What follows belongs to an exercise in optimizing a design on an open flow for small area; a production flow would make more cautious choices.
Only simulation tests tie the RTL to the original design; equivalence was not proved.
No activity file was given, so power comes from the tool's default toggle rates.

==> design.v <==
`timescale 1ns/1ps
`default_nettype none
module home_inventory_top (
    input  wire        wb_clk_i,
    input  wire        wb_rst_i,
    input  wire        wbs_stb_i,
    input  wire        wbs_cyc_i,
    input  wire        wbs_we_i,
    input  wire [3:0]  wbs_sel_i,
    input  wire [31:0] wbs_dat_i,
    input  wire [31:0] wbs_adr_i,
    output wire        wbs_ack_o,
    output wire [31:0] wbs_dat_o,
    input  wire [7:0]  core_status,
    output wire        ctrl_enable,
    output wire        ctrl_start,
    output wire [2:0]  irq_en
    ,
    output wire        adc_sclk,
    output wire        adc_cs_n,
    output wire        adc_mosi,
    input  wire        adc_miso
);
    wire clk = wb_clk_i;
    wire rst = wb_rst_i;
    function automatic [2:0] lowest8(input [7:0] v);
        integer i;
        begin
            lowest8 = 3'd0;
            for (i = 7; i >= 0; i = i - 1)
                if (v[i]) lowest8 = i[2:0];
        end
    endfunction
    reg         ack_r;
    reg  [31:0] dat_r;
    wire        wb_valid = wbs_cyc_i & wbs_stb_i;
    wire        wb_fire  = wb_valid & ~ack_r;
    wire        hi_ok    = (wbs_adr_i[31:11] == 21'h0);
    wire [8:0]  wa       = wbs_adr_i[10:2];           
    wire        wr       = wb_fire & wbs_we_i & hi_ok;
    wire        rd       = wb_fire & ~wbs_we_i & hi_ok;
    wire [3:0]  sel      = wbs_sel_i;
    wire [31:0] din      = wbs_dat_i;
    wire wr_ctrl   = wr & (wa == 9'h040);
    wire wr_irq    = wr & (wa == 9'h041);
    wire wr_time   = wr & (wa == 9'h043);
    wire wr_adccfg = wr & (wa == 9'h080);
    wire wr_fstat  = wr & (wa == 9'h082);
    wire wr_snap   = wr & (wa == 9'h08C);
    wire wr_evtcfg = wr & (wa == 9'h111);
    wire rd_fdata  = rd & (wa == 9'h083);
    wire wr_cnt    = wr & (wa[8:3] == 6'b100000);
    wire wr_thr    = wr & (wa[8:3] == 6'b100100);
    wire start_fire = wr_ctrl & sel[0] & din[1];
    wire clr_cnt    = wr_evtcfg & sel[1] & din[8];
    wire clr_hist   = wr_evtcfg & sel[1] & din[9];
    wire any_clr    = clr_cnt | clr_hist;
    wire [31:0] wdat = rst ? 32'h0 : din;
    reg        enable_r;
    reg  [2:0] irq_r;
    reg  [3:0] numch_r;
    reg        st_pend_r;
    reg        st_pulse_r;
    reg  [7:0] evt_en_r;
    assign ctrl_enable = enable_r;
    assign ctrl_start  = st_pulse_r;
    assign irq_en      = irq_r;
    assign wbs_ack_o   = ack_r;
    assign wbs_dat_o   = dat_r;
    always @(posedge clk) begin
        if (rst | (wr_ctrl & sel[0]))   enable_r <= wdat[0];
        if (rst | (wr_irq & sel[0]))    irq_r    <= wdat[2:0];
        if (rst | (wr_adccfg & sel[0])) numch_r  <= rst ? 4'h8 : din[3:0];
        if (rst | (wr_evtcfg & sel[0])) evt_en_r <= wdat[7:0];
    end
    always @(posedge clk) begin
        if (rst) begin
            ack_r      <= 1'b0;
            st_pend_r  <= 1'b0;
            st_pulse_r <= 1'b0;
        end else begin
            ack_r      <= wb_valid & ~ack_r;
            st_pend_r  <= start_fire;
            st_pulse_r <= st_pend_r;
        end
    end
    reg [31:0] time_r;
    always @(posedge clk) begin
        if (rst)
            time_r <= 32'h0;
        else if (wr_time) begin
            if (sel[0]) time_r[ 7: 0] <= din[ 7: 0];
            if (sel[1]) time_r[15: 8] <= din[15: 8];
            if (sel[2]) time_r[23:16] <= din[23:16];
            if (sel[3]) time_r[31:24] <= din[31:24];
        end else
            time_r <= time_r + 32'h1;
    end
    reg [255:0] tare_r;
    reg [255:0] scale_r;
    reg [255:0] thr_r;
    genvar gk, gb;
    generate
        for (gk = 0; gk < 8; gk = gk + 1) begin : g_cal
            wire wr_tare  = wr & (wa == (9'h0C0 + gk));
            wire wr_scale = wr & (wa == (9'h0C8 + gk));
            wire wr_thr_k = wr_thr & (wa[2:0] == gk);
            for (gb = 0; gb < 4; gb = gb + 1) begin : g_byte
                always @(posedge clk) begin
                    if (rst | (wr_tare & sel[gb]))
                        tare_r[32*gk + 8*gb +: 8] <= wdat[8*gb +: 8];
                    if (rst | (wr_thr_k & sel[gb]))
                        thr_r[32*gk + 8*gb +: 8]  <= wdat[8*gb +: 8];
                    if (rst | (wr_scale & sel[gb]))
                        scale_r[32*gk + 8*gb +: 8] <= (gb == 2) ? {wdat[23:17], rst | din[16]} : wdat[8*gb +: 8];
                end
            end
        end
    endgenerate
    reg          busy_r;
    reg          fv_r;
    reg  [10:0]  cap_cnt;
    reg  [215:0] frame_r;
    assign adc_sclk = cap_cnt[2];
    assign adc_cs_n = ~busy_r;
    assign adc_mosi = 1'b0;
    wire cap_last = (cap_cnt == 11'd1919);
    wire cap_chans_done = busy_r & (cap_cnt == 11'd1727);
    always @(posedge clk) begin
        if (rst) begin
            busy_r  <= 1'b0;
            fv_r    <= 1'b0;
            cap_cnt <= 11'd0;
        end else begin
            fv_r <= busy_r & cap_last;
            if (!busy_r) begin
                if (st_pulse_r) busy_r <= 1'b1;
            end else if (cap_last) begin
                busy_r  <= 1'b0;
                cap_cnt <= 11'd0;
            end else begin
                cap_cnt <= cap_cnt + 11'd1;
            end
        end
    end
    always @(posedge clk) begin
        if (busy_r && (cap_cnt[2:0] == 3'd7) && (cap_cnt[10:3] < 8'd216))
            frame_r <= {frame_r[214:0], adc_miso};
    end
    wire [23:0] f_status = frame_r[215:192];
    reg [191:0] raw_r;
    reg         raw_ok;
    always @(posedge clk) begin
        if (fv_r) raw_r <= frame_r[191:0];
        if (rst)       raw_ok <= 1'b0;
        else if (fv_r) raw_ok <= 1'b1;
    end
    reg [3:0] seq_r;    
    always @(posedge clk) begin
        if (rst)                 seq_r <= 4'd0;
        else if (fv_r)           seq_r <= 4'd1;
        else if (seq_r == 4'd9)  seq_r <= 4'd0;
        else if (seq_r != 4'd0)  seq_r <= seq_r + 4'd1;
    end
    reg [24:0] push_w;
    always @(*) begin
        case (seq_r)
            4'd2:    push_w = {raw_r[191], raw_r[191:168]};
            4'd3:    push_w = {raw_r[167], raw_r[167:144]};
            4'd4:    push_w = {raw_r[143], raw_r[143:120]};
            4'd5:    push_w = {raw_r[119], raw_r[119: 96]};
            4'd6:    push_w = {raw_r[ 95], raw_r[ 95: 72]};
            4'd7:    push_w = {raw_r[ 71], raw_r[ 71: 48]};
            4'd8:    push_w = {raw_r[ 47], raw_r[ 47: 24]};
            4'd9:    push_w = {raw_r[ 23], raw_r[ 23:  0]};
            default: push_w = {1'b0, f_status};
        endcase
    end
    reg [24:0] fifo_mem [0:15];
    reg [3:0]  rp_r, wp_r;
    reg [4:0]  lvl_r;
    reg        ovr_r;
    wire push_v  = (seq_r != 4'd0);
    wire f_full  = lvl_r[4];
    wire f_empty = (lvl_r == 5'd0);
    wire do_push = push_v & ~f_full;
    wire do_pop  = rd_fdata & ~f_empty;
    always @(posedge clk) begin
        if (do_push) fifo_mem[wp_r] <= push_w;
    end
    always @(posedge clk) begin
        if (rst) begin
            rp_r  <= 4'd0;
            wp_r  <= 4'd0;
            lvl_r <= 5'd0;
            ovr_r <= 1'b0;
        end else begin
            if (wr_fstat & sel[2] & din[16]) ovr_r <= 1'b0;
            if (push_v & f_full)             ovr_r <= 1'b1;
            if (do_push) wp_r <= wp_r + 4'd1;
            if (do_pop)  rp_r <= rp_r + 4'd1;
            if (do_push & ~do_pop)      lvl_r <= lvl_r + 5'd1;
            else if (~do_push & do_pop) lvl_r <= lvl_r - 5'd1;
        end
    end
    reg  [7:0] dirty_r;
    reg  [7:0] cmp_r;
    wire [2:0] cmp_ch = lowest8(dirty_r);
    wire [7:0] cmp_oh = 8'h01 << cmp_ch;
    reg [23:0] cmp_s;
    reg [31:0] cmp_t;
    always @(*) begin
        case (cmp_ch)
            3'd0:    begin cmp_s = frame_r[191:168]; cmp_t = thr_r[ 31:  0]; end
            3'd1:    begin cmp_s = frame_r[167:144]; cmp_t = thr_r[ 63: 32]; end
            3'd2:    begin cmp_s = frame_r[143:120]; cmp_t = thr_r[ 95: 64]; end
            3'd3:    begin cmp_s = frame_r[119: 96]; cmp_t = thr_r[127: 96]; end
            3'd4:    begin cmp_s = frame_r[ 95: 72]; cmp_t = thr_r[159:128]; end
            3'd5:    begin cmp_s = frame_r[ 71: 48]; cmp_t = thr_r[191:160]; end
            3'd6:    begin cmp_s = frame_r[ 47: 24]; cmp_t = thr_r[223:192]; end
            default: begin cmp_s = frame_r[ 23:  0]; cmp_t = thr_r[255:224]; end
        endcase
    end
    wire cmp_ge = $signed({{8{cmp_s[23]}}, cmp_s}) >= $signed(cmp_t);
    wire [7:0] thr_wr_oh = wr_thr ? (8'h01 << wa[2:0]) : 8'h00;
    always @(posedge clk) begin
        if (cap_chans_done)
            dirty_r <= 8'hFF;
        else
            dirty_r <= (dirty_r & ~cmp_oh) | thr_wr_oh;
        if (|dirty_r)
            cmp_r[cmp_ch] <= cmp_ge;
    end
    wire [7:0] ge_now = (dirty_r & cmp_oh) ? (cmp_oh & {8{cmp_ge}}) | (cmp_r & ~cmp_oh) : cmp_r;
    reg [7:0]   prev_en_r;
    reg [7:0]   pend_r;
    reg [7:0]   seen_r;
    reg [7:0]   zd_r;        
    reg         lts_ok;      
    reg [2:0]   lts_ch;      
    reg [255:0] ts_r;        
    reg [255:0] pts_r;       
    wire [7:0] hit      = evt_en_r & ge_now;
    wire       smp      = fv_r & ~any_clr;
    wire [7:0] pend_nx  = (pend_r | (~prev_en_r & evt_en_r)) & evt_en_r;
    wire [7:0] evt      = hit & {8{smp}};
    integer k;
    always @(posedge clk) begin
        if (rst) begin
            prev_en_r <= 8'h00;
            pend_r    <= 8'h00;
            seen_r    <= 8'h00;
            zd_r      <= 8'hFF;
            lts_ok    <= 1'b0;
        end else begin
            prev_en_r <= evt_en_r;
            if (any_clr) begin
                if (clr_hist) begin
                    pend_r <= 8'h00;
                    seen_r <= 8'h00;
                    zd_r   <= 8'hFF;
                    lts_ok <= 1'b0;
                end
            end else if (fv_r) begin
                pend_r <= 8'h00;
                for (k = 0; k < 8; k = k + 1) begin
                    if (hit[k]) begin
                        seen_r[k] <= 1'b1;
                        zd_r[k]   <= pend_nx[k] | ~seen_r[k];
                    end else if (pend_nx[k]) begin
                        seen_r[k] <= 1'b0;
                        zd_r[k]   <= 1'b1;
                    end
                end
                if (|hit) lts_ok <= 1'b1;
            end else begin
                pend_r <= pend_nx;
            end
        end
    end
    always @(posedge clk) begin
        if (|evt) lts_ch <= lowest8(evt);
    end
    generate
        for (gk = 0; gk < 8; gk = gk + 1) begin : g_ts
            always @(posedge clk) begin
                if (evt[gk]) begin
                    ts_r[32*gk +: 32]  <= time_r;
                    pts_r[32*gk +: 32] <= ts_r[32*gk +: 32];
                end
            end
        end
    endgenerate
    reg [255:0] cnt_r;
    reg [31:0]  snap_r;
    reg [8:0]   cinc_r;      
    function automatic [3:0] lowest9(input [8:0] v);
        integer i;
        begin
            lowest9 = 4'd0;
            for (i = 8; i >= 0; i = i - 1)
                if (v[i]) lowest9 = i[3:0];
        end
    endfunction
    wire        commit  = ~wb_fire & (|cinc_r);
    wire [3:0]  cpend   = lowest9(cinc_r);
    wire [3:0]  cidx    = wb_fire ? (wr_snap | (wa == 9'h08C) ? 4'd8 : {1'b0, wa[2:0]}) : cpend;
    wire [8:0]  cidx_oh = 9'h001 << cidx;
    reg  [31:0] cm;
    integer jc;
    always @(*) begin
        cm = cidx_oh[8] ? snap_r : 32'h0;
        for (jc = 0; jc < 8; jc = jc + 1)
            if (cidx_oh[jc]) cm = cm | cnt_r[32*jc +: 32];
    end
    wire [31:0] cm_inc  = ((&cm) & ~cidx_oh[8]) ? cm : cm + 32'h1;
    wire [31:0] cvis    = (|(cinc_r & cidx_oh)) ? cm_inc : cm;
    wire [31:0] cnt_wmerge = {sel[3] ? din[31:24] : cvis[31:24],
                              sel[2] ? din[23:16] : cvis[23:16],
                              sel[1] ? din[15: 8] : cvis[15: 8],
                              sel[0] ? din[ 7: 0] : cvis[ 7: 0]};
    wire [31:0] cnt_bus = (rst | clr_cnt) ? 32'h0 : ((wr_cnt | wr_snap) ? cnt_wmerge : cm_inc);
    wire [8:0] cwr_oh = {wr_snap, wr_cnt ? (8'h01 << wa[2:0]) : 8'h00};
    wire [8:0] ccm_oh = commit ? cidx_oh : 9'h000;
    generate
        for (gk = 0; gk < 8; gk = gk + 1) begin : g_cnt
            always @(posedge clk) begin
                if (rst | clr_cnt | cwr_oh[gk] | ccm_oh[gk])
                    cnt_r[32*gk +: 32] <= cnt_bus;
            end
        end
    endgenerate
    always @(posedge clk) begin
        if (rst | cwr_oh[8] | ccm_oh[8])
            snap_r <= cnt_bus;
    end
    always @(posedge clk) begin
        if (rst)
            cinc_r <= 9'h000;
        else begin
            cinc_r <= ((cinc_r & ~ccm_oh) | {fv_r, evt}) & ~cwr_oh;
            if (clr_cnt) cinc_r[7:0] <= 8'h00;
        end
    end
    wire [7:0] wa_oh = 8'h01 << wa[2:0];
    wire        is_delta = (wa[8:3] == 6'b100001);
    wire        is_lts   = (wa == 9'h110);
    wire [7:0]  lts_oh   = 8'h01 << lts_ch;
    wire [7:0]  tsch_oh;
    genvar gr;
    generate
        for (gr = 0; gr < 8; gr = gr + 1) begin : g_tsch
            assign tsch_oh[gr] = (wa == 9'h112 + gr);
        end
    endgenerate
    wire [7:0]  tsel_oh  = ({8{is_delta}} & wa_oh) | ({8{is_lts}} & lts_oh) | tsch_oh;
    reg  [31:0] ts_sel, pts_sel;
    reg  [31:0] rdata;
    integer j;
    always @(*) begin
        ts_sel = 32'h0;
        pts_sel = 32'h0;
        for (j = 0; j < 8; j = j + 1) begin
            if (tsel_oh[j]) ts_sel = ts_sel | ts_r[32*j +: 32];
            if (wa_oh[j])   pts_sel = pts_sel | pts_r[32*j +: 32];
        end
    end
    wire [31:0] delta    = ts_sel - pts_sel;
    wire        delta_ok = is_delta & ~(|(zd_r & wa_oh));
    wire        ts_ok    = (is_lts & lts_ok) | (|(tsch_oh & seen_r));
    always @(*) begin
        rdata = 32'h0;
        if (wa == 9'h000) rdata = rdata | 32'h4849_4348;
        if (wa == 9'h001) rdata = rdata | 32'h0000_0001;
        if (wa == 9'h040) rdata = rdata | {31'h0, enable_r};
        if (wa == 9'h041) rdata = rdata | {29'h0, irq_r};
        if (wa == 9'h042) rdata = rdata | {24'h0, core_status};
        if (wa == 9'h043) rdata = rdata | time_r;
        if (wa == 9'h080) rdata = rdata | {28'h0, numch_r};
        if (wa == 9'h082) rdata = rdata | {14'h0, busy_r, ovr_r, 11'h0, lvl_r};
        for (j = 0; j < 16; j = j + 1)
            if ((wa == 9'h083) && !f_empty && (rp_r == j))
                rdata = rdata | {{8{fifo_mem[j][24]}}, fifo_mem[j][23:0]};
        for (j = 0; j < 8; j = j + 1) begin
            if ((wa == 9'h084 + j) && raw_ok)
                rdata = rdata | {{8{raw_r[191 - 24*j]}}, raw_r[191 - 24*j -: 24]};
            if (wa == 9'h0C0 + j) rdata = rdata | tare_r[32*j +: 32];
            if (wa == 9'h0C8 + j) rdata = rdata | scale_r[32*j +: 32];
            if (wa == 9'h120 + j) rdata = rdata | thr_r[32*j +: 32];
        end
        if ((wa == 9'h08C) || (wa[8:3] == 6'b100000)) rdata = rdata | cvis;
        if (delta_ok) rdata = rdata | delta;
        if (ts_ok) rdata = rdata | ts_sel;
        if (wa == 9'h111) rdata = rdata | {24'h0, evt_en_r};
        if (!hi_ok) rdata = 32'h0;
    end
    always @(posedge clk) begin
        if (rst | wb_fire) dat_r <= rst ? 32'h0 : rdata;
    end
endmodule
`default_nettype wire
localparam [31:0] ADR_ID                 = 32'h00000000;
localparam [31:0] ADR_VERSION            = 32'h00000004;
localparam [31:0] ADR_CTRL               = 32'h00000100;
localparam [31:0] ADR_IRQ_EN             = 32'h00000104;
localparam [31:0] ADR_STATUS             = 32'h00000108;
localparam [31:0] ADR_TIME_NOW           = 32'h0000010C;
localparam [31:0] ADR_ADC_CFG            = 32'h00000200;
localparam [31:0] ADR_ADC_CMD            = 32'h00000204;
localparam [31:0] ADR_ADC_FIFO_STATUS    = 32'h00000208;
localparam [31:0] ADR_ADC_FIFO_DATA      = 32'h0000020C;
localparam [31:0] ADR_ADC_RAW_CH0        = 32'h00000210;
localparam [31:0] ADR_ADC_RAW_CH1        = 32'h00000214;
localparam [31:0] ADR_ADC_RAW_CH2        = 32'h00000218;
localparam [31:0] ADR_ADC_RAW_CH3        = 32'h0000021C;
localparam [31:0] ADR_ADC_RAW_CH4        = 32'h00000220;
localparam [31:0] ADR_ADC_RAW_CH5        = 32'h00000224;
localparam [31:0] ADR_ADC_RAW_CH6        = 32'h00000228;
localparam [31:0] ADR_ADC_RAW_CH7        = 32'h0000022C;
localparam [31:0] ADR_ADC_SNAPSHOT_COUNT = 32'h00000230;
localparam [31:0] ADR_TARE_CH0           = 32'h00000300;
localparam [31:0] ADR_TARE_CH1           = 32'h00000304;
localparam [31:0] ADR_TARE_CH2           = 32'h00000308;
localparam [31:0] ADR_TARE_CH3           = 32'h0000030C;
localparam [31:0] ADR_TARE_CH4           = 32'h00000310;
localparam [31:0] ADR_TARE_CH5           = 32'h00000314;
localparam [31:0] ADR_TARE_CH6           = 32'h00000318;
localparam [31:0] ADR_TARE_CH7           = 32'h0000031C;
localparam [31:0] ADR_SCALE_CH0          = 32'h00000320;
localparam [31:0] ADR_SCALE_CH1          = 32'h00000324;
localparam [31:0] ADR_SCALE_CH2          = 32'h00000328;
localparam [31:0] ADR_SCALE_CH3          = 32'h0000032C;
localparam [31:0] ADR_SCALE_CH4          = 32'h00000330;
localparam [31:0] ADR_SCALE_CH5          = 32'h00000334;
localparam [31:0] ADR_SCALE_CH6          = 32'h00000338;
localparam [31:0] ADR_SCALE_CH7          = 32'h0000033C;
localparam [31:0] ADR_EVT_COUNT_CH0      = 32'h00000400;
localparam [31:0] ADR_EVT_COUNT_CH1      = 32'h00000404;
localparam [31:0] ADR_EVT_COUNT_CH2      = 32'h00000408;
localparam [31:0] ADR_EVT_COUNT_CH3      = 32'h0000040C;
localparam [31:0] ADR_EVT_COUNT_CH4      = 32'h00000410;
localparam [31:0] ADR_EVT_COUNT_CH5      = 32'h00000414;
localparam [31:0] ADR_EVT_COUNT_CH6      = 32'h00000418;
localparam [31:0] ADR_EVT_COUNT_CH7      = 32'h0000041C;
localparam [31:0] ADR_EVT_LAST_DELTA_CH0 = 32'h00000420;
localparam [31:0] ADR_EVT_LAST_DELTA_CH1 = 32'h00000424;
localparam [31:0] ADR_EVT_LAST_DELTA_CH2 = 32'h00000428;
localparam [31:0] ADR_EVT_LAST_DELTA_CH3 = 32'h0000042C;
localparam [31:0] ADR_EVT_LAST_DELTA_CH4 = 32'h00000430;
localparam [31:0] ADR_EVT_LAST_DELTA_CH5 = 32'h00000434;
localparam [31:0] ADR_EVT_LAST_DELTA_CH6 = 32'h00000438;
localparam [31:0] ADR_EVT_LAST_DELTA_CH7 = 32'h0000043C;
localparam [31:0] ADR_EVT_LAST_TS        = 32'h00000440;
localparam [31:0] ADR_EVT_CFG            = 32'h00000444;
localparam [31:0] ADR_EVT_LAST_TS_CH0    = 32'h00000448;
localparam [31:0] ADR_EVT_LAST_TS_CH1    = 32'h0000044C;
localparam [31:0] ADR_EVT_LAST_TS_CH2    = 32'h00000450;
localparam [31:0] ADR_EVT_LAST_TS_CH3    = 32'h00000454;
localparam [31:0] ADR_EVT_LAST_TS_CH4    = 32'h00000458;
localparam [31:0] ADR_EVT_LAST_TS_CH5    = 32'h0000045C;
localparam [31:0] ADR_EVT_LAST_TS_CH6    = 32'h00000460;
localparam [31:0] ADR_EVT_LAST_TS_CH7    = 32'h00000464;
localparam [31:0] ADR_EVT_THRESH_CH0     = 32'h00000480;
localparam [31:0] ADR_EVT_THRESH_CH1     = 32'h00000484;
localparam [31:0] ADR_EVT_THRESH_CH2     = 32'h00000488;
localparam [31:0] ADR_EVT_THRESH_CH3     = 32'h0000048C;
localparam [31:0] ADR_EVT_THRESH_CH4     = 32'h00000490;
localparam [31:0] ADR_EVT_THRESH_CH5     = 32'h00000494;
localparam [31:0] ADR_EVT_THRESH_CH6     = 32'h00000498;
localparam [31:0] ADR_EVT_THRESH_CH7     = 32'h0000049C;
==> run.sh <==
#!/bin/bash
# synth_recipe.tcl (not shown) runs the flow's synth.tcl, then flattens the netlist and writes it again
# the make line also repeats each setting of config.mk as NAME=value (left out here)
make -C /OpenROAD-flow-scripts/flow DESIGN_CONFIG=/design/flow/config.mk WORK_HOME=/design/flow/orfs CLKGATE_MAP_FILE= SYNTH_SCRIPT=/design/flow/synth_recipe.tcl finish
==> config.mk <==
export PLATFORM = sky130hd
export DESIGN_NAME = home_inventory_top
export DESIGN_NICKNAME = home_inventory_top
export VERILOG_FILES = /design/flow/design.v
export SDC_FILE = /design/flow/constraint.sdc
export NUM_CORES = 8
export LEC_CHECK = 0
export CAP_MARGIN = 20
export CORE_MARGIN = 2
export CORE_UTILIZATION = 60
export CTS_BUF_LIST = sky130_fd_sc_hd__clkbuf_16
export CTS_CLUSTER_DIAMETER = 60
export CTS_CLUSTER_SIZE = 24
export PLACE_DENSITY = 0.75
export SLEW_MARGIN = 20
==> constraint.sdc <==
create_clock -name core_clock -period 15.0 [get_ports {wb_clk_i}]
set_input_delay 3.0000 -clock core_clock [delete_from_list [all_inputs] [get_ports {wb_clk_i}]]
set_output_delay 3.0000 -clock core_clock [all_outputs]
set_load 0.01 [all_outputs]
==> out/results.ini, run 1 <==
[outcome]
status=no timing/DRC/antenna violations

[place]
pre_cts_ws_ns=4.33
dp_hpwl_um=231000
place_congestion=0.982
io_buffer_count=119
dp.cells=9231
placed_cell_area_um2=109000

[critical_path]
r2r_slack_ns=5.62
worstPathArrival_ns=10.66
crit_path_start_kind=input port
rr_worst_depth=24
end_kind=register
rr_startpoint=dirty_r[7]
critPathKind=in2reg
path_cells=clkdlybuf4s50_1, buf_4, or2_1, o311ai_4, nand2_4, buf_4, nor4_4, a22o_1, or4_1, ha_1, a21boi_0, nand4bb_1, nor2_1, nand3_1, o21ai_1, nor3_1, or2_2, a31oi_1
critPathMaxStageDelay_ns=0.79
cpMostUsedCell=buf_4
r2r_end=lts_ch[0]
critPathMaxFanout=35
crit_slowest_cell=nand3_1
cp.required_ns=15.54

[cells_and_area]
areaGrowthSynthToFinish_pct=10.0
finish.net_count=7256
final_cells=9536
final_area_um2=115000
drive_above_1_share_pct=10.7
final_util_pct=66.6

[sta]
rsz0062_at_grt=false
tns_ns=0
skew_ns=0.0413
period_minus_slack_ns=10.12
worst_hold_slack_ns=0.449
report.final.slew_viol_count=0
final-setup-viol-count=0
fmax_mhz=98.8
layout_setup_ws_ns=4.88
hold_viol_final=0
slew_headroom_pct=12.2
tightest_slew_ns=1.31
fin_crit_sh_pct=67.5

[synth]
synthFlopType=edfxtp_1
synth_top_area_share_pct=70.3
synth_common_cells=edfxtp_1, nand2_1, a22oi_1, clkbuf_1, nor2_1
ys_seq_elements=2552
synth_most_common_cell=edfxtp_1
netlist_area_um2=104000
synth_cell_type_count=105
synth_edf_count=2435
synth_top_area_cell=edfxtp_1
ys_warn_count=1
synth_nets=7171
synthCells=6998
seq_area_frac_synth_pct=72.5
synth.area.top_cells=edfxtp_1, a22oi_1, dfxtp_1
syn_avg_cell_area_um2=14.9
async_flop_share_pct=0

[routing]
drtAntennaViolNets=0
dr.first_iter.drc_count=14700
viasPerCell=7.59
route.detailed.drc=0
wl_per_cell_um=37.7
firstDrtPassIters=9
vias=72400
routed_wl_um=360000

[floorplan]
fp.coreArea_um2=172000
ios=123
initial_core_util_pct=60.5
die_h_um=420
die_x_um=420
rows=152
design.die.area_um2=177000

[pwr]
power.leakage_nw=36.3
peakVddDrop_mv=0.121
power.density_nw_per_um2=119
fin_total_pwr_mw=13.7

[flow_run]
drv_cap=0

[cts]
clock_sinks=2552
clk_pin_slew_worst_paths_ns=0.08
hold_buffers=0
cts.repair.resized=0
post-cts-setup-buffers=0
cts-root-buf=clkbuf_16
clkLatencyLatePin_ns=0.86
cts_buffer_depth=3
cts_max_level=4
cts_buffers=157
cts_tree=done

[global_route]
grt_remaining_overflow=0
antenna_found_initial=39
grt_max_degree=105
grt_pass1_vias=67100
track_usage_pct=40.2
grt_pass1_wl_um=497000

[hold_path]
worst_hold_path_type=reg2reg
min_to=frame_r[199]
min_from=frame_r[198]
whs_path_depth=0

[layer usage]
metal / routed length, um / up-vias / GRT usage, %
met5: 202 / - / 0
met4: 32000 / 32 / 29.1
met3: 58500 / 1489 / 13.0
met2: 154000 / 6949 / 58.4
met1: 115000 / 35100 / 50.8
li1: - / 28800 / -
[sequential cells by signal, summed over array words and instances (netlist names), 192 cells and up]
register  cells
scale_r     256
cnt_r       256
thr_r       256
fifo_mem    400
pts_r       256
ts_r        256
frame_r     216
raw_r       192
tare_r      256
[report_power, final]
group	internal [mW]	total (mW)	switching [mW]	leakage, nW
logic	0.212	0.730	0.518	10.7
clock network	2.23	4.78	2.55	2.67
registers	8.03	8.15	0.112	22.9
total	10.5	13.7	3.18	36.3
[area by class of cell]
class                      count  area, um^2
multi-input combinational   3948       27400
inverter                      59         229
fill                       11800       57400
sequential                  2552       75500
clock inverter               116        1340
tap                         2310        2890
timing repair buffer         365        3050
clock buffer                 162        4050
antenna                       24        60.1
[critical path, delay by kind of cell]
family / cells / cell delay (ns)
buf+inv: 3 / 1.02
compound gates: 5 / 2.56
fa+ha+maj: 1 / 0.29
simple gates: 9 / 3.69
[cells by family (layout without fill, tap and decap cells)]
logic type               Yosys count  count (layout)  synth area share [%]
AND/OR/NAND/NOR                 1668            1668                  8.01
XOR/XNOR                          82              82                 0.690
AO/OA/AOI/OAI                   1995            1995                  14.6
buffers and inverters            498             702                  1.90
multiplexers                     111             111                  1.13
adder cells (fa/ha/maj)           91              91                  1.11
flip-flops                      2552            2552                  72.5
other                              1              25               0.00360
[layout by cell type (no fill, tap or decap), drive strengths merged, types with 45 or more instances in the layout]
cell type      instances
a22o                 204
o21ai                189
inv                  116
nor2b                 64
nor2                 265
nand2                596
a222oi               119
nand3                161
clkdlybuf4s50        117
nand2b                45
a22oi                576
mux2i                 74
a221oi               245
ha                    89
a21oi                182
dfxtp                117
nand4                188
edfxtp              2435
nor3                  83
and3                  49
clkbuf               164
buf                  246
a21o                  83
[worst max-delay path by stage]
| stage | slack, ns | startpoint | to | cells after the start |
|---|---|---|---|---|
| CTS | 5.20 | wbs_adr_i[2] | snap_r[21] | 18 |
| global route | 4.59 | wbs_adr_i[2] | snap_r[21] | 18 |
| floorplan | 5.45 | fv_r | lts_ch[0] | 4 |
| detailed placement | 4.33 | wbs_adr_i[2] | cnt_r[245] | 18 |
| global placement | 4.50 | wbs_adr_i[2] | cnt_r[165] | 19 |
| finish | 4.88 | wbs_adr_i[2] | snap_r[21] | 18 |
==> run 2: changes to the inputs <==
==> flow/run.sh (new file) <==
#!/bin/bash
set -euo pipefail
W=$PWD
S=$W/orfs_scripts
rm -rf "$S"
cp -r "$FLOW_HOME/scripts" "$S"
cp "$W/flow/abc_area.script" "$S/abc_speed.script"
sed -i 's/-sink_clustering_enable \\/-sink_clustering_enable -dont_use_dummy_load \\/' "$S/cts.tcl"
grep -q dont_use_dummy_load "$S/cts.tcl"
bash standard.sh SCRIPTS_DIR="$S" "BUFFER_PORTS_ARGS=-buffer_cell sky130_fd_sc_hd__buf_2" finish > "$W/standard_finish.log" 2>&1
==> flow/abc_area.script (new file) <==
&get -n
&st
&dch
&nf
&st
&dch
&nf
&st
&dch
&nf
&st
&dch
&nf
&put
topo
stime -c
==> standard.sh (new file) <==
#!/bin/bash
# synth_recipe.tcl (not shown) runs the flow's synth.tcl, then flattens the netlist and writes it again
# the make line also repeats each setting of config.mk as NAME=value (left out here)
make -C /OpenROAD-flow-scripts/flow DESIGN_CONFIG=/design/flow/config.mk WORK_HOME=/design/flow/orfs CLKGATE_MAP_FILE= SYNTH_SCRIPT=/design/flow/synth_recipe.tcl "${@:-finish}"
removed: run.sh
==> out/results.ini, run 2 <==
[cts]
hold_buffers=0  ; unchanged
clkLatencyLatePin_ns=0.85  ; about the same
clock_sinks=2552  ; unchanged
cts_buffers=151  ; -3.8%
cts_tree=done
cts-root-buf=clkbuf_16
cts_buffer_depth=3  ; unchanged
cts.repair.resized=0  ; unchanged
clk_pin_slew_worst_paths_ns=0.09  ; about the same
post-cts-setup-buffers=0  ; unchanged
cts_max_level=4  ; unchanged

[pwr]
peakVddDrop_mv=0.129  ; +6.4%
power.density_nw_per_um2=126  ; +5.6%
power.leakage_nw=34.5  ; -5.0%

[cells_and_area]
final_cells=8720  ; -8.6%
finish.net_count=6696  ; -7.7%
drive_above_1_share_pct=10.3  ; -0.43 points
mostFrequentLayoutCells=edfxtp_1, a222oi_1, a22oi_1
largest_register=fifo_mem
mostFrequentLayoutCell=edfxtp_1
final_area_um2=109000  ; -4.9%
largest_register_ffs=400  ; unchanged
areaGrowthSynthToFinish_pct=9.83

[sta]
skew_ns=0.0994  ; +0.0580 ns
tns_ns=0  ; unchanged
tightest_slew_ns=1.33  ; +0.0283 ns
fin_crit_sh_pct=75.3  ; +7.8 points
rsz0062_at_grt=false
fmax_mhz=88.5  ; -10%
period_minus_slack_ns=11.29  ; +1.18 ns
final-setup-viol-count=0  ; unchanged
hold_viol_final=0  ; unchanged
report.final.slew_viol_count=0  ; unchanged
slew_headroom_pct=10.5  ; -1.6 points

[routing]
dr.first_iter.drc_count=15900  ; +8.8%
viasPerCell=7.94  ; +4.6%
vias=69300  ; -4.3%
routed_wl_um=359000  ; -0.20%
wl_per_cell_um=41.2  ; +9.1%
drtAntennaViolNets=0  ; unchanged
firstDrtPassIters=13  ; +4
route.detailed.drc=0  ; unchanged

[floorplan]
rows=149  ; -2.0%
design.die.area_um2=168000  ; -4.7%
die_h_um=410  ; -2.4%
fp.coreArea_um2=164000  ; -4.4%
initial_core_util_pct=60.3  ; -0.25 points
ios=123  ; unchanged
die_x_um=410  ; -2.4%

[synth]
synth.area.top_cells=edfxtp_1, a222oi_1, a22oi_1
synth_top_family_by_area=compound AO/OA/AOI/OAI gates
syn_avg_cell_area_um2=16.5  ; +11%
synth_compound_area_share_pct=15.0  ; +0.37 points
synth_common_cells=edfxtp_1, a222oi_1, a22oi_1, nand2_1, nor2_1
async_flop_share_pct=0  ; unchanged
synth-simple-area-share_pct=6.53  ; -1.5 points
synth_adder_area_share_pct=1.16  ; +0.055 points
synthMuxAreaShare_pct=0.288  ; -0.85 points
synth_edf_count=2435  ; unchanged
synthFlopType=edfxtp_1
synth_cell_type_count=66  ; -37%
netlist_area_um2=99100  ; -4.8%
ys_warn_count=1  ; unchanged
synth_top_area_share_pct=73.8  ; +3.5 points
synth_top_area_cell=edfxtp_1
synth_xor_area_share_pct=0.521  ; -0.17 points
synthCells=6006  ; -14%
synth_most_common_cell=edfxtp_1
synth_nets=6179  ; -14%
ys_seq_elements=2552  ; unchanged
seq_area_frac_synth_pct=76.1  ; +3.6 points

[critical_path]
critPathMaxFanout=39  ; +11%
end_kind=register
worstPathArrival_ns=11.83  ; +1.17 ns
cp.required_ns=15.54  ; about the same
critPathKind=reg2reg
crit_path_start_kind=register

[global_route]
antenna_found_initial=33  ; -15%
track_usage_pct=41.7  ; +1.6 points
grt_pass1_vias=63600  ; -5.2%
grt_remaining_overflow=0  ; unchanged
grt_max_degree=82  ; -22%
grt_pass1_wl_um=489000  ; -1.7%

[outcome]
status=no timing/DRC/antenna violations

[place]
place_congestion=1.03  ; +5.1%
io_buffer_count=119  ; unchanged
placed_cell_area_um2=105000  ; -3.6%
dp.cells=8556  ; -7.3%
dp_hpwl_um=231000  ; +0.13%

[flow_run]
drv_cap=0  ; unchanged

[hold_path]
worst_hold_path_type=reg2reg

run 2: routing by layer:
metal / wire [um] / global-route usage, % / vias to the layer above / share of wire [%]
met5: 585 / 1.44 / - / 0.16
met4: 29000 / 26.3 / 40 / 8.1
met3: 64100 / 16.8 / 1442 / 18
met2: 151000 / 59.5 / 7133 / 42
met1: 114000 / 53.3 / 33700 / 32
li1: - / - / 27000 / -
run 2: path summary, 6_finish.rpt:
kind               startpoint        end  slack, ns  cells past startpoint
setup / recovery   dirty_r[4]  lts_ch[2]       3.71                     25
hold / removal    frame_r[83]  raw_r[83]       0.42                      0
setup reg to reg   dirty_r[4]  lts_ch[2]       3.71                     25
hold reg to reg   frame_r[83]  raw_r[83]       0.42                      0
run 2: power breakdown:
part	switching, mW	leakage, nW	internal, mW	total [mW]
registers	0.140	23.1	8.33	8.47
clock network	2.16	1.86	1.79	3.95
logic	1.02	9.47	0.267	1.29
run 2: critical path, stage by stage, from the launching register on:
cell,delay [ns]
dfxtp_1,0.35
nor4_1,0.39
nand2b_1,0.42
clkinv_1,0.40
ha_2,0.60
nor4_1,0.58
and2_2,0.76
buf_4,0.70
a221oi_1,0.11
nand3_1,0.16
o21ai_0,0.13
ha_1,0.39
nand2_1,0.09
nor4_1,0.99
nand2_1,0.45
a21oi_1,0.71
nor3_1,0.12
xor2_1,0.57
a21oi_1,0.09
buf_4,0.24
a311oi_1,0.62
nand2_1,0.45
clkinv_2,0.57
buf_4,0.63
nor3_1,0.16
nand2_1,0.16
run 2: stage by stage:
stage	power [mW]	hold WS (ns)	utilization, %	setup slack (ns)
after floorplan	9.12	0.414	-	2.29
after global placement	9.77	0.428	63.9	4.07
after detailed placement	9.82	0.432	63.9	3.90
after CTS	13.6	0.426	66.2	4.49
after global routing	13.9	0.444	66.2	3.73
final	13.7	0.424	66.2	3.71
run 2: layout make-up:
cell class | instances | area, um^2
Antenna cell | 10 | 25.0
Tap cell | 2189 | 2740
Fill cell | 11200 | 55600
Timing Repair Buffer | 365 | 2440
Multi-Input combinational cell | 3361 | 24100
Sequential cell | 2552 | 75500
Clock buffer | 151 | 3780
Inverter | 92 | 355
run 2: logic make-up after synthesis:
logic type / Yosys count
DFF: 2552
AOI/OAI and AO/OA: 1865
and+or+nand+nor: 1317
buffers and inverters: 93
adders and majority gates: 91
xor gates and xnor gates: 59
muxes: 28
other: 1
==> run 3: changes to the inputs <==
==> flow/abc_area.script (replaced) <==
&get -n
&st
&dch
&nf -R 1000
&st
&dch
&nf -R 1000
&st
&dch
&nf -R 1000
&st
&dch
&nf -R 1000
&st
&dch
&nf -R 1000
&st
&dch
&nf -R 1000
&st
&dch
&nf -R 1000
&put
topo
stime -c
--- a/config.mk
+++ b/config.mk
@@ -10,6 +10,6 @@
 export CORE_UTILIZATION = 60
 export CTS_BUF_LIST = sky130_fd_sc_hd__clkbuf_16
-export CTS_CLUSTER_DIAMETER = 60
-export CTS_CLUSTER_SIZE = 24
+export CTS_CLUSTER_DIAMETER = 50
+export CTS_CLUSTER_SIZE = 28
 export PLACE_DENSITY = 0.75
 export SLEW_MARGIN = 20
==> out/results.ini, run 3 <==
[floorplan]
rows=148  ; -0.67%
fp.coreArea_um2=163000  ; -0.78%
die_x_um=410  ; -0.15%
design.die.area_um2=168000  ; -0.30%
ios=123  ; unchanged
die_h_um=410  ; -0.15%
initial_core_util_pct=60.6  ; +0.29 points

[sta]
rsz0062_at_grt=false
worst_hold_slack_ns=0.419  ; -0.00469 ns
final-setup-viol-count=0  ; unchanged
hold_viol_final=0  ; unchanged
tightest_slew_ns=1.32  ; -0.0113 ns
fmax_mhz=87.9  ; -0.68%
slew_headroom_pct=9.49  ; -1.0 points
fin_crit_sh_pct=75.8  ; +0.52 points
period_minus_slack_ns=11.37  ; +0.0774 ns
report.final.slew_viol_count=0  ; unchanged
skew_ns=0.0980  ; -0.00134 ns
tns_ns=0  ; unchanged

[synth]
synthCells=6112  ; +1.8%
synth_edf_count=2435  ; unchanged
syn_avg_cell_area_um2=16.2  ; -2.0%
synth_top_area_share_pct=74.0  ; +0.23 points
synth.area.top_cells=edfxtp_1, a222oi_1, a22oi_1
synth_common_cells=edfxtp_1, nand2_1, a222oi_1, a22oi_1, nor2_1
async_flop_share_pct=0  ; unchanged
seq_area_frac_synth_pct=76.4  ; +0.23 points
ys_seq_elements=2552  ; unchanged
synthFlopType=edfxtp_1
netlist_area_um2=98800  ; -0.30%
synth_most_common_cell=edfxtp_1
synth_cell_type_count=66  ; unchanged
synth_nets=6285  ; +1.7%
ys_warn_count=1  ; unchanged
synth_top_area_cell=edfxtp_1

[global_route]
antenna_found_initial=37  ; +12%
grt_max_degree=86  ; +4.9%
track_usage_pct=41.6  ; -0.10 points
grt_pass1_vias=64000  ; +0.57%
grt_pass1_wl_um=487000  ; -0.41%
grt_remaining_overflow=0  ; unchanged

[cells_and_area]
mostFrequentLayoutCell=edfxtp_1
largest_register=fifo_mem
mostFrequentLayoutCells=edfxtp_1, nand2_1, a222oi_1
largest_register_ffs=400  ; unchanged
finish.net_count=6785  ; +1.3%
areaGrowthSynthToFinish_pct=10.1
drive_above_1_share_pct=9.86  ; -0.41 points

[critical_path]
r2r_end=ts_r[253]
r2r_slack_ns=5.49  ; +1.78 ns
critPathKind=in2reg
crit_path_end=cnt_r[59]
cp.required_ns=15.49  ; -0.05 ns
cp-startpoint=wbs_adr_i[5]
rr_startpoint=dirty_r[5]
end_kind=register
rr_worst_depth=25  ; unchanged
crit_path_start_kind=input port
critPathMaxFanout=34  ; -13%
worstPathArrival_ns=11.86  ; +0.03 ns

[cts]
cts_buffers=173  ; +15%
cts_max_level=4  ; unchanged
clkLatencyLatePin_ns=0.86  ; about the same
post-cts-setup-buffers=0  ; unchanged
clock_sinks=2552  ; unchanged
cts-root-buf=clkbuf_16
cts.repair.resized=0  ; unchanged
cts_tree=done
cts_buffer_depth=3  ; unchanged
clk_pin_slew_worst_paths_ns=0.09  ; about the same
hold_buffers=0  ; unchanged

[place]
dp_hpwl_um=226000  ; -2.1%
place_congestion=0.997  ; -3.4%
io_buffer_count=119  ; unchanged

[routing]
drtAntennaViolNets=0  ; unchanged
firstDrtPassIters=13  ; unchanged
dr.first_iter.drc_count=17000  ; +6.4%
route.detailed.drc=0  ; unchanged
vias=69200  ; -0.052%
viasPerCell=7.86  ; -1.0%
wl_per_cell_um=40.4  ; -1.8%
routed_wl_um=356000  ; -0.84%

[hold_path]
worst_hold_path_type=reg2reg
min_from=ts_r[244]

[pwr]
power.density_nw_per_um2=128  ; +1.9%
peakVddDrop_mv=0.144  ; +12%
power.leakage_nw=34.4  ; -0.36%
fin_total_pwr_mw=14.0  ; +1.8%

[outcome]
status=no timing/DRC/antenna violations

[flow_run]
drv_cap=0  ; unchanged

run 3: cell types whose count changed after synthesis, sizes merged, moves of 12 or more:
cell	delta
nor4	-15
nand2	+224
a221oi	+12
a221o	-14
a22oi	+33
a2111oi	-45
o21ai	+18
clkinv	-28
nor3	+13
nand3	+17
nor2	+25
a21o	-97
nand2b	-19
a41oi	-16
run 3: final cells by class:
| cell class | instances | area (um^2) |
|---|---|---|
| antenna | 22 | 55.1 |
| multi-input combinational | 3495 | 23800 |
| sequential | 2552 | 75500 |
| tap | 2175 | 2720 |
| clock buffer | 173 | 4330 |
| timing repair buffer | 326 | 2160 |
| inverter | 64 | 250 |
| fill | 10900 | 54300 |
run 3: per-layer routing:
metal	global-route usage, %	routed length (um)	up-vias
li1	-	-	27100
met1	53.0	113000	33600
met2	57.8	146000	7060
met3	18.8	66600	1469
met4	26.8	29800	44
met5	0.747	491	-
run 3: per-stage QoR:
step	cell area, um^2	std cells	utilization (%)	worst slack (ns)
after global routing	109000	8787	66.7	3.50
after global placement	104000	8607	63.9	3.53
final	109000	8807	66.7	3.63
after CTS	109000	8780	66.6	4.16
after floorplan	98800	6112	-	2.29
after detailed placement	104000	8607	63.9	3.30
run 3: critical path: stages:
cell and delay, ns:
buf_2 0.61, nand2b_1 0.47, or3_1 0.64, a32oi_1 0.59, nand2_1 0.30, nor3_2 0.44, buf_4 0.52, a222oi_1 0.21
nand3_1 0.26, nor3b_1 0.45, clkinv_1 0.12, nor4b_1 0.79, nand4_1 0.18, a211oi_1 0.43, and2_0 0.57, nand2_1 0.16
o21ai_0 0.19, o21ai_0 0.14, mux2i_1 0.62, nand2_1 0.15, a221oi_1 0.92
run 3: power breakdown:
group          switching [mW]  internal (mW)  total (mW)
logic                   0.986          0.250        1.24
registers               0.132           8.34        8.47
clock network            2.22           2.03        4.25
run 3: worst min path at each step:
stage,endpoint,slack (ns),depth (start not counted)
final,pts_r[244],0.42,0
after global routing,frame_r[211],0.42,0
after CTS,frame_r[211],0.42,0
after detailed placement,pts_r[100],0.43,0
after global placement,pts_r[208],0.43,0
after floorplan,st_pulse_r,0.41,1
run 3: kinds of logic (layout without fill, tap and decap cells):
logic type,Yosys count,in the layout,synth area share (%)
compound gates,1755,1755,14.1
xor+xnor,52,52,0.461
fa+ha+maj,91,91,1.17
buf+inv,65,563,0.251
flops,2552,2552,76.4
mux,18,18,0.184
other cells,1,23,0.00379
simple gates,1578,1578,7.50
==> run 4: changes to the inputs <==
--- a/config.mk
+++ b/config.mk
@@ -6,10 +6,10 @@
 export NUM_CORES = 8
 export LEC_CHECK = 0
-export CAP_MARGIN = 20
+export CAP_MARGIN = 30
 export CORE_MARGIN = 2
 export CORE_UTILIZATION = 60
 export CTS_BUF_LIST = sky130_fd_sc_hd__clkbuf_16
-export CTS_CLUSTER_DIAMETER = 50
-export CTS_CLUSTER_SIZE = 28
+export CTS_CLUSTER_DIAMETER = 80
+export CTS_CLUSTER_SIZE = 26
 export PLACE_DENSITY = 0.75
 export SLEW_MARGIN = 20
==> out/results.ini, run 4 <==
[outcome]
status=no timing/DRC/antenna violations

[cells_and_area]
areaGrowthSynthToFinish_pct=9.38
drive_above_1_share_pct=9.70  ; -0.16 points
mostFrequentLayoutCells=edfxtp_1, nand2_1, a222oi_1
final_cells=8802  ; -0.057%
largest_register_ffs=400  ; unchanged
final_util_pct=66.3  ; -0.44 points
finish.net_count=6773  ; -0.18%
mostFrequentLayoutCell=edfxtp_1
final_area_um2=108000  ; -0.66%
largest_register=fifo_mem

[synth]
synth_edf_count=2435  ; unchanged
ys_seq_elements=2552  ; unchanged
async_flop_share_pct=0  ; unchanged
synth_top_area_cell=edfxtp_1
synth.area.top_cells=edfxtp_1, a222oi_1, a22oi_1
synth_most_common_cell=edfxtp_1
seq_area_frac_synth_pct=76.4  ; unchanged
synth_nets=6285  ; unchanged
synth_top_area_share_pct=74.0  ; unchanged
ys_warn_count=1  ; unchanged
netlist_area_um2=98800  ; unchanged
synth_common_cells=edfxtp_1, nand2_1, a222oi_1, a22oi_1, nor2_1
synth_cell_type_count=66  ; unchanged
syn_avg_cell_area_um2=16.2  ; unchanged
synthCells=6112  ; unchanged
synthFlopType=edfxtp_1

[critical_path]
crit_buf_inv=3  ; unchanged
r2r_end=ts_r[247]
rr_startpoint=dirty_r[4]
crit_slowest_cell=a221oi_1
cpMostUsedCell=nand2_1
crit_path_start_kind=input port
critPathMaxFanout=34  ; unchanged
cpLargestDelayFamily=simple AND/OR/NAND/NOR gates
worstPathArrival_ns=11.93  ; +0.07 ns
cp-startpoint=wbs_adr_i[5]
critPathMaxStageDelay_ns=0.97  ; +0.05 ns
end_kind=register
critPathKind=in2reg
rr_worst_depth=25  ; unchanged
crit_path_end=cnt_r[123]
crit_cells=21  ; unchanged
path_cells=buf_2, nand2b_1, or3_1, a32oi_1, nand2_1, nor3_2, buf_4, a222oi_1, nand3_1, nor3b_1, clkinv_1, nor4b_1, nand4_1, a211oi_1, and2_0, nand2_1, o21ai_0, o21ai_0, mux2i_1, nand2_1, a221oi_1
r2r_slack_ns=5.52  ; +0.03 ns
cp.required_ns=15.45  ; -0.04 ns

[sta]
skew_ns=0.0919  ; -0.00614 ns
tns_ns=0  ; unchanged
layout_setup_ws_ns=3.52  ; -0.112 ns
period_minus_slack_ns=11.48  ; +0.112 ns
hold_viol_final=0  ; unchanged
rsz0062_at_grt=false
fmax_mhz=87.1  ; -0.98%
final-setup-viol-count=0  ; unchanged
fin_crit_sh_pct=76.6  ; +0.75 points
slew_headroom_pct=18.5  ; +9.0 points
tightest_slew_ns=1.22  ; -0.100 ns
report.final.slew_viol_count=0  ; unchanged

[cts]
hold_buffers=0  ; unchanged
cts_buffer_depth=3  ; unchanged
cts-root-buf=clkbuf_16
post-cts-setup-buffers=0  ; unchanged
cts.repair.resized=0  ; unchanged
clkLatencyLatePin_ns=0.81  ; -0.05 ns
cts_max_level=3  ; -1
cts_buffers=117  ; -32%
cts_tree=done
clock_sinks=2552  ; unchanged
clk_pin_slew_worst_paths_ns=0.10  ; about the same

[floorplan]
initial_core_util_pct=60.6  ; unchanged
design.die.area_um2=168000  ; unchanged
die_x_um=410  ; unchanged
ios=123  ; unchanged
fp.coreArea_um2=163000  ; unchanged
die_h_um=410  ; unchanged
rows=148  ; unchanged

[pwr]
sw_frac_of_total_pct=24.3  ; +0.42 points
power.density_nw_per_um2=122  ; -4.9%
switchingPower_mw=3.21  ; -3.8%
p_int_mw=9.99  ; -6.0%
p_clk_share_pct=26.3  ; -4.2 points
power.leakage_nw=34.0  ; -0.97%
p_comb_share_pct=9.5  ; +0.6 points
p_seq_share_pct=64.1  ; +3.4 points
peakVddDrop_mv=0.101  ; -30%

[routing]
drtAntennaViolNets=0  ; unchanged
routed_wl_um=356000  ; about the same
wl_met2_um=146000  ; +0.15%
route.detailed.drc=0  ; unchanged
viasPerCell=7.88  ; +0.27%
dr.first_iter.drc_count=17000  ; +0.32%
top_layer=met5
met1_length_um=113000  ; about the same
wl_per_cell_um=40.4  ; about the same
firstDrtPassIters=13  ; unchanged
vias=69400  ; +0.21%
dr_wl_met3_um=66300  ; -0.52%

[global_route]
antenna_found_initial=46  ; +24%
track_usage_pct=41.5  ; -0.16 points
grt_pass1_wl_um=486000  ; about the same
grt_remaining_overflow=0  ; unchanged
grt_pass1_vias=63700  ; -0.49%
grt_max_degree=86  ; unchanged

[place]
pre_cts_ws_ns=3.25  ; -0.0511 ns
placed_cell_area_um2=105000  ; +0.34%
dp_hpwl_um=229000  ; +1.0%
dp.cells=8624  ; +0.20%
place_congestion=0.997  ; unchanged
io_buffer_count=119  ; unchanged

[hold_path]
worst_hold_path_type=reg2reg
whs_path_depth=0  ; unchanged

[flow_run]
drv_cap=0  ; unchanged

==> run 4: changes by cell type in the layout (fill, tap and decap cells not counted), moves of 2 or more <==
cell / change
buf_4: +3
nor2b_4: -2
nor3_4: +2
buf_12: +5
buf_16: +11
diode_2: +7
buf_6: +7
buf_8: +7
clkbuf_16: -56
buf_2: +9
nor2b_2: +2
==> run 4: cell type report <==
class	count	area [um^2]
Antenna cell	29	72.6
Clock buffer	117	2930
Fill cell	11000	55100
Inverter	64	250
Multi-Input combinational cell	3495	23800
Sequential cell	2552	75500
Tap cell	2175	2720
Timing Repair Buffer	370	2840
==> run 4: power by group through the flow <==
stage	clock network, mW	registers, mW	logic (mW)
after floorplan	0	8.58	0.555
after global placement	0	8.60	1.10
after detailed placement	0	8.62	1.15
after CTS	3.44	8.46	1.16
after global routing	3.66	8.49	1.27
final	3.47	8.47	1.26
==> run 4: kinds of logic after synthesis <==
| kind of cell | share of synthesized area, % |
|---|---|
| AO/OA/AOI/OAI | 14.1 |
| AND/OR/NAND/NOR | 7.50 |
| multiplexers | 0.184 |
| adder cells (fa/ha/maj) | 1.17 |
| buffers and inverters | 0.251 |
| other | 0.00379 |
| XOR/XNOR | 0.461 |
| flip-flops | 76.4 |
==> run 4: per-layer routing <==
metal / GRT usage (%) / vias up
li1: - / 27000
met1: 53.1 / 33600
met2: 57.4 / 7244
met3: 18.1 / 1477
met4: 27.4 / 62
met5: 1.24 / -
==> run 4: through the flow <==
| stage | total power [mW] | hold slack, ns |
|---|---|---|
| after floorplan | 9.13 | 0.414 |
| after global placement | 9.70 | 0.430 |
| after detailed placement | 9.77 | 0.434 |
| after CTS | 13.0 | 0.441 |
| after global routing | 13.4 | 0.448 |
| final | 13.2 | 0.447 |
==> run 4: how the worst min path moves through the flow <==
stage	from	to	slack (ns)
floorplan	st_pend_r	st_pulse_r	0.41
global placement	ts_r[208]	pts_r[208]	0.43
detailed placement	ts_r[153]	pts_r[153]	0.43
CTS	ts_r[97]	pts_r[97]	0.44
global route	ts_r[216]	pts_r[216]	0.45
finish	ts_r[234]	pts_r[234]	0.45
==> run 4: worst reg2reg max path, cell delays in order (launching register included) <==
cell      delay, ns
dfxtp_1        0.35
nor4_1         0.36
nand2b_1       0.42
clkinv_1       0.42
ha_2           0.56
nor4_1         0.50
and2_2         0.39
buf_4          0.83
a221o_1        0.25
a221oi_1       0.07
a21oi_1        0.52
ha_1           0.24
clkinv_1       0.05
a21oi_1        0.14
o21ai_0        0.09
a21oi_1        0.16
o211ai_1       0.32
a221o_1        0.56
a211o_1        0.34
xnor2_1        0.14
a31oi_1        0.07
buf_4          0.26
a21oi_1        0.43
nand2_1        0.35
clkinv_2       0.59
buf_4          0.63
==> run 5: changes to the inputs <==
--- a/config.mk
+++ b/config.mk
@@ -6,5 +6,5 @@
 export NUM_CORES = 8
 export LEC_CHECK = 0
-export CAP_MARGIN = 30
+export CAP_MARGIN = 15
 export CORE_MARGIN = 2
 export CORE_UTILIZATION = 60
@@ -12,4 +12,4 @@
 export CTS_CLUSTER_DIAMETER = 80
 export CTS_CLUSTER_SIZE = 26
-export PLACE_DENSITY = 0.75
-export SLEW_MARGIN = 20
+export PLACE_DENSITY = 0.85
+export SLEW_MARGIN = 15
==> out/results.ini, run 5 <==
[cells_and_area]
mostFrequentLayoutCell=edfxtp_1
largest_register_ffs=400  ; unchanged
areaGrowthSynthToFinish_pct=8.76
drive_above_1_share_pct=9.21  ; -0.49 points
finish.net_count=6757  ; -0.24%
final_util_pct=65.9  ; -0.37 points
final_cells=8782  ; -0.23%
largest_register=fifo_mem
mostFrequentLayoutCells=edfxtp_1, nand2_1, a222oi_1

[floorplan]
initial_core_util_pct=60.6  ; unchanged
ios=123  ; unchanged
rows=148  ; unchanged
fp.coreArea_um2=163000  ; unchanged
die_h_um=410  ; unchanged
design.die.area_um2=168000  ; unchanged
die_x_um=410  ; unchanged

[pwr]
sw_frac_of_total_pct=24.4  ; +0.097 points
p_clk_share_pct=26.2  ; about the same
p_seq_share_pct=64.3  ; +0.2 points
p_int_mw=9.96  ; -0.23%
peakVddDrop_mv=0.106  ; +5.1%
fin_total_pwr_mw=13.2  ; -0.10%
power.density_nw_per_um2=123  ; +0.46%
power.leakage_nw=33.8  ; -0.75%
p_comb_share_pct=9.5  ; about the same
switchingPower_mw=3.22  ; +0.30%

[synth]
synth_common_cells=edfxtp_1, nand2_1, a222oi_1, a22oi_1, nor2_1
synth_top_area_cell=edfxtp_1
seq_area_frac_synth_pct=76.4  ; unchanged
synthCells=6112  ; unchanged
synth_nets=6285  ; unchanged
synth.area.top_cells=edfxtp_1, a222oi_1, a22oi_1
synth_most_common_cell=edfxtp_1
synth_edf_count=2435  ; unchanged
synth_top_area_share_pct=74.0  ; unchanged
netlist_area_um2=98800  ; unchanged
ys_warn_count=1  ; unchanged
async_flop_share_pct=0  ; unchanged
synth_cell_type_count=66  ; unchanged
ys_seq_elements=2552  ; unchanged
synthFlopType=edfxtp_1
syn_avg_cell_area_um2=16.2  ; unchanged

[hold_path]
worst_hold_path_type=reg2reg

[sta]
skew_ns=0.0978  ; +0.00593 ns
layout_setup_ws_ns=4.01  ; +0.495 ns
final-setup-viol-count=0  ; unchanged
report.final.slew_viol_count=0  ; unchanged
fin_crit_sh_pct=73.3  ; -3.3 points
fmax_mhz=91.0  ; +4.5%
tightest_slew_ns=1.37  ; +0.149 ns
tns_ns=0  ; unchanged
period_minus_slack_ns=10.99  ; -0.495 ns
slew_headroom_pct=8.13  ; -10 points
hold_viol_final=0  ; unchanged
rsz0062_at_grt=false

[place]
io_buffer_count=119  ; unchanged
dp_hpwl_um=229000  ; about the same
pre_cts_ws_ns=3.66  ; +0.414 ns
dp.cells=8638  ; +0.16%
place_congestion=1.08  ; +8.6%

[routing]
route.detailed.drc=0  ; unchanged
routed_wl_um=356000  ; +0.11%
dr.first_iter.drc_count=20000  ; +17%
vias=71100  ; +2.5%
drtAntennaViolNets=0  ; unchanged
firstDrtPassIters=19  ; +6
viasPerCell=8.10  ; +2.8%
wl_per_cell_um=40.5  ; +0.34%

[critical_path]
critPathKind=in2reg
end_kind=register
rr_worst_depth=29  ; +16%
cp-startpoint=wbs_adr_i[5]
r2r_slack_ns=5.21  ; -0.31 ns
worstPathArrival_ns=11.44  ; -0.49 ns
rr_startpoint=dirty_r[4]
r2r_end=pts_r[47]
crit_path_end=cnt_r[27]
critPathMaxFanout=34  ; unchanged
cp.required_ns=15.45  ; about the same
crit_path_start_kind=input port

[global_route]
grt_pass1_vias=65400  ; +2.7%
grt_remaining_overflow=0  ; unchanged
track_usage_pct=41.5  ; about the same
grt_pass1_wl_um=489000  ; +0.51%
grt_max_degree=93  ; +8.1%
antenna_found_initial=45  ; -2.2%

[cts]
cts_tree=done
cts_max_level=3  ; unchanged
cts.repair.resized=0  ; unchanged
cts-root-buf=clkbuf_16
cts_buffer_depth=3  ; unchanged
clkLatencyLatePin_ns=0.83  ; +0.02 ns
post-cts-setup-buffers=0  ; unchanged
hold_buffers=0  ; unchanged
cts_buffers=116  ; -0.85%
clock_sinks=2552  ; unchanged
clk_pin_slew_worst_paths_ns=0.10  ; about the same

[outcome]
status=no timing/DRC/antenna violations

[flow_run]
drv_cap=0  ; unchanged

## run 5: cell counts after synthesis
No cell type changed its count.
## run 5: how the worst min path moves through the flow
stage,cells after the start,slack [ns],start,end
2_1_floorplan,1,0.41,st_pend_r,st_pulse_r
3_3_place_gp,0,0.43,ts_r[191],pts_r[191]
3_5_place_dp,0,0.43,ts_r[140],pts_r[140]
4_1_cts,0,0.41,ts_r[236],pts_r[236]
5_1_grt,0,0.43,ts_r[236],pts_r[236]
6_report,0,0.41,ts_r[236],pts_r[236]
## run 5: per-layer routing
| layer | vias up | part of all wire, % | GRT usage (%) |
|---|---|---|---|
| met5 | - | 0.26 | 2.21 |
| met4 | 55 | 9.3 | 27.1 |
| met3 | 1981 | 20 | 20.5 |
| met2 | 8269 | 40 | 57.4 |
| met1 | 33900 | 30 | 51.4 |
| li1 | 27000 | - | - |
## run 5: per-stage QoR
stage | hold slack, ns | instance area, um^2
final | 0.412 | 107000
after global routing | 0.426 | 107000
after CTS | 0.406 | 107000
after detailed placement | 0.432 | 104000
after global placement | 0.428 | 104000
after floorplan | 0.414 | 98800
## run 5: area by class of cell
class | count | area, um^2
clock buffer | 116 | 2900
multi-input combinational | 3495 | 23700
antenna | 25 | 62.6
tap | 2175 | 2720
sequential | 2552 | 75500
fill | 10600 | 55700
timing repair buffer | 355 | 2360
inverter | 64 | 244
## run 5: worst max-delay path, stage by stage
cell and delay, ns:
buf_2 0.58, nand2b_1 0.46, or3_1 0.61, a32oi_1 0.72
nand2_1 0.34, nor3_2 0.75, a222oi_1 0.25, nand3_1 0.24
nor3b_1 0.45, clkinv_1 0.13, nor4b_1 0.72, nand4_1 0.17
a211oi_1 0.37, and2_0 0.50, nand2_1 0.13, o21ai_0 0.18
o21ai_0 0.14, mux2i_1 0.70, nand2_1 0.12, a221oi_1 0.85
## run 5: cell families (layout without fill, tap and decap cells)
group / count (synthesis) / in the layout / synth area share (%)
flip-flops: 2552 / 2552 / 76.4
AND/OR/NAND/NOR: 1578 / 1578 / 7.50
adder cells (fa/ha/maj): 91 / 91 / 1.17
XOR/XNOR: 52 / 52 / 0.461
buffers and inverters: 65 / 535 / 0.251
other: 1 / 26 / 0.00379
multiplexers: 18 / 18 / 0.184
AO/OA/AOI/OAI: 1755 / 1755 / 14.1
## run 5: power by group through the flow
| stage | clock, mW | sequential [mW] | combinational (mW) |
|---|---|---|---|
| 2_1_floorplan | 0 | 8.58 | 0.555 |
| 3_5_place_dp | 0 | 8.62 | 1.13 |
| 4_1_cts | 3.41 | 8.46 | 1.14 |
| 5_1_grt | 3.62 | 8.50 | 1.25 |
| 6_report | 3.46 | 8.48 | 1.25 |
| 3_3_place_gp | 0 | 8.60 | 1.09 |

-- re-timing with driven ports --
How much do the figures lean on ideal ports? The routed layouts below were timed once more, with nothing changed but the port constraints. Step 1, drivers: a clkbuf_16 drives wb_clk_i and a buf_2 each remaining input, both assumed. Step 2 moves the port delays by t, midway between the first and last clock arrival at a register: inputs arrive t later, outputs are due t later. That takes back most of the time a late clock gives input paths. Three values: no drivers, after step 1, after step 2; two values: the first two.
run | t, ns | setup slack, ns | hold WS [ns] | clock arrival spread, ns
run 1 | 0.924 | 4.881 / 4.944 / 4.019 | 0.449 / 0.449 / 0.449 | 0.050 / 0.051
run 2 | 0.890 | 3.705 / 3.705 / 3.282 | 0.424 / 0.424 / 0.424 | 0.106 / 0.105
run 3 | 0.914 | 3.628 / 3.555 / 2.641 | 0.419 / 0.419 / 0.419 | 0.128 / 0.129
run 4 | 0.860 | 3.516 / 3.442 / 2.582 | 0.447 / 0.447 / 0.447 | 0.096 / 0.096
run 5 | 0.878 | 4.011 / 3.903 / 3.024 | 0.412 / 0.412 / 0.412 | 0.119 / 0.119
After both steps every run listed still meets setup and hold.
